This design comes from an exercise in tuning for small area on the open sky130 flow, not from production work. The RTL was checked by simulation tests, not by an equivalence proof against the original design. No driver is modelled on the clock port, so clocking that relies on it looks cheaper here than on a real chip. Power is estimated from default activity; no workload was simulated.

## main
module main(
	input CLK,
	input rst,
	input T19,
	output T20,
	output LD0,
	output LD1,
	output LD2,
	output LD3,
	output LD4,
	output LD5,
	output LD6,
	output LD7
);
Settings: LEC_CHECK=0, CAP_MARGIN=20, CORE_MARGIN=2, CORE_UTILIZATION=60, SLEW_MARGIN=20; clock period 10.0 ns.
standard.sh (not shown) runs the stock make flow with config.mk's settings and CLKGATE_MAP_FILE= SYNTH_SCRIPT=/design/flow/synth_recipe.tcl, a recipe that flattens the netlist after the stock synthesis.
==> flow/flow/run.sh <==
#!/bin/bash
# Own layout flow: the standard ORFS flow (standard.sh) with
#  - the standard synthesis, whose combinational logic is then re-mapped
#    for area by yosys/abc (flip-flops untouched; the smallest of several
#    abc runs is kept),
#  - 1x buffers on the ports,
#  - a clock tree of clkbuf_8 without dummy loads, whose buffers are then
#    downsized where the flip-flops' clock slew stays low (clk_downsize.tcl).
# Each tool's output goes to a log file in this folder.
set -euo pipefail
HERE=$(pwd)
LIB=$FLOW_HOME/platforms/sky130hd/lib/sky130_fd_sc_hd__tt_025C_1v80.lib
R=$HERE/orfs/results/$FLOW_PLATFORM/main/base
YOSYS=$FLOW_HOME/../tools/install/yosys/bin/yosys
[ -x "$YOSYS" ] || YOSYS=yosys
export BUFFER_PORTS_ARGS="-buffer_cell sky130_fd_sc_hd__buf_1"
export CTS_ARGS="-sink_clustering_enable -repair_clock_nets -dont_use_dummy_load -buf_list sky130_fd_sc_hd__clkbuf_8 -sink_clustering_size 16"

export POST_CTS_TCL=$HERE/flow/clk_downsize.tcl

bash standard.sh synth > synth.log 2>&1
python3 flow/libmodels.py "$LIB" > comb_models.v 2> libmodels.log
cp "$R/1_2_yosys.v" std_1_2_yosys.v
# Several abc runs (deepsyn seeds, two mappers); keep the smallest netlist.
MAPS=("dch,-f;amap;topo" "\&get,-n;\&dch,-f;\&nf,-p,-a,-C,32,-R,1000;\&put;topo")
runs=()
for run in 0 1 2 3 4 5 6 7 8; do
  # deepsyn: seeds 0-5 with 50 steps without gain, seeds 0-2 with 200
  seed=$((run % 6)); steps=50; [ $run -ge 6 ] && steps=200
  for m in 0 1; do
    tag=r${run}m${m}
    sed -e "s#@LIB@#$LIB#g" -e "s#@IN@#std_1_2_yosys.v#" -e "s#@OUT@#resyn_$tag.v#" \
        -e "s#resyn_stat.txt#resyn_stat_$tag.txt#" \
        -e "s#@SCRIPT@#+strash;\&get,-n;\&deepsyn,-J,$steps,-S,$seed,-T,300;\&put;${MAPS[$m]}#" \
        flow/resyn.ys > resyn_$tag.ys
    runs+=($tag)
  done
done
for tag in "${runs[@]}"; do
  "$YOSYS" -s resyn_$tag.ys > resyn_$tag.log 2>&1 &
  while [ "$(jobs -rp | wc -l)" -ge "${NUM_CORES:-4}" ]; do sleep 1; done
done
wait
best=""; best_area=""
for tag in "${runs[@]}"; do
  [ -s resyn_$tag.v ] || continue
  a=$(awk '/Chip area/ {print $NF}' resyn_stat_$tag.txt)
  echo "$tag $a" >> resyn_areas.txt
  if [ -z "$best" ] || awk -v a="$a" -v b="$best_area" 'BEGIN {exit !(a < b)}'; then best=$tag; best_area=$a; fi
done
echo "best $best $best_area" >> resyn_areas.txt
cp resyn_$best.v "$R/1_2_yosys.v"
rm -f "$R/1_synth.odb" "$R/1_synth.sdc"
bash standard.sh finish > flow.log 2>&1
Other scripts of this flow, unchanged in this note and not shown: flow/flow/clk_downsize.tcl, flow/flow/libmodels.py, flow/flow/resyn.ys
Then changed:
--- a/flow/design.v
+++ b/flow/design.v
@@ -95,23 +95,22 @@
 		if (rst)
 			counter <= 0;
 		else if (t20000)
 			counter <= counter + 1'b1;
 	wire [7:0] leds = (sw == 8'd0) ? counter : sw;
 	assign {LD7, LD6, LD5, LD4, LD3, LD2, LD1, LD0} = leds;
-	reg v, f;
+	reg v;
+	wire f = counter[0] ^ t20001;
 	reg [2:0] ar, ac, br, bc;
 	always @(posedge CLK)
 		if (rst) begin
 			v <= 1'b0;
-			f <= 1'b0;
 			ar <= 3'd1; ac <= 3'd1;  
 			br <= 3'd1; bc <= 3'd6;  
 		end else begin
 			if (t20001 || press) v <= 1'b1;
-			if (t20001) f <= !f;
 			if (mv_ac) ac <= mv_y;
 			if (mv_ar) ar <= mv_y;
 			if (mv_bc) bc <= mv_y;
 			if (mv_br) br <= mv_y;
 		end
 	wire bt = press && b0[7:4] == 4'd0;
@@ -175,13 +174,13 @@
 	wire [5:0] pix_i = vidx[5:0] | {6{vidx[6]}};  
 	wire pix_a = sv && pix_i == sa;
 	wire pix_b = sv && pix_i == sb;
 	reg [3:0] pos;
 	wire tx_done = !pos[3];
 	reg [7:0] c0;
-	reg c1a, c1b, c1c;
+	wire c1a = c0[2], c1b = c0[1], c1c = c0[0];
 	always @(posedge CLK)
 		if (rst)
 			mo <= M_IDLE;
 		else case (mo)
 			M_IDLE:   if (led_su || disp_su) mo <= M_LCHK;
 			M_LCHK:   mo <= led_su ? M_LSTART : M_DCHK;
@@ -194,18 +193,14 @@
 			M_DWAIT:  if (tx_done) mo <= M_FIN;
 			default:  mo <= M_IDLE;
 		endcase
 	always @(posedge CLK)
 		if (mo == M_LSTART)
 			c0 <= last_leds;
-	always @(posedge CLK)
-		if (mo == M_DSTART) begin
-			c1a <= pix_a;
-			c1b <= pix_b;
-			c1c <= sv && sf && (pix_i == 6'd0 || pix_i == 6'd7 || pix_i == 6'd56);
-		end
+		else if (mo == M_DSTART)
+			c0[2:0] <= {pix_a, pix_b, sv && sf && (pix_i == 6'd0 || pix_i == 6'd7 || pix_i == 6'd56)};
 	wire is_disp = mo[3];
 	wire [7:0] d0 = is_disp ? {2'b00, pix_i} : c0;
 	wire c0z = d0 == 8'd0;
 	reg [7:0] c1;
 	always @(*)
 		if (c1a) c1 = 8'h3f;
Effect:
- routed wire length is lower by a few percent
- final cell count is higher slightly
- hold slack is better by 9.5 ps
- area after synthesis is lower slightly
- combinational power is higher by roughly a tenth
- register-to-register slack is better by 510 ps
- via count is higher slightly
- worst setup slack is worse by 75 ps
- sequential power is lower by a few percent
- non-clock buffer count is lower by 2

port drivers added, routing unchanged:
In the flow no input, the clock included, has a driving cell. The finished layouts below were timed again as built, in two steps. Step 1 sets driving cells, clkbuf_16 on the clock port and buf_2 on the other inputs (assumed; they add their load-dependent delay and slew). Step 2 also shifts input and output timing later by t, the mid clock arrival at the registers, as if the neighbouring blocks saw the same clock. Three values: no drivers, after step 1, after step 2; two values: the first two.
| run | t (ns) | setup slack, ns | worst setup path after step 2 | worst register clock-pin slew, ns | cell pins on the clock port's net |
|---|---|---|---|---|---|
| the first run | 0.643 | 5.377 / 5.346 / 5.989 | register to output | 0.11 / 0.11 | 1 |
| the second run | 0.520 | 5.302 / 5.270 / 5.790 | register to output | 0.11 / 0.11 | 1 |
After both steps setup and hold are still met in every run listed.
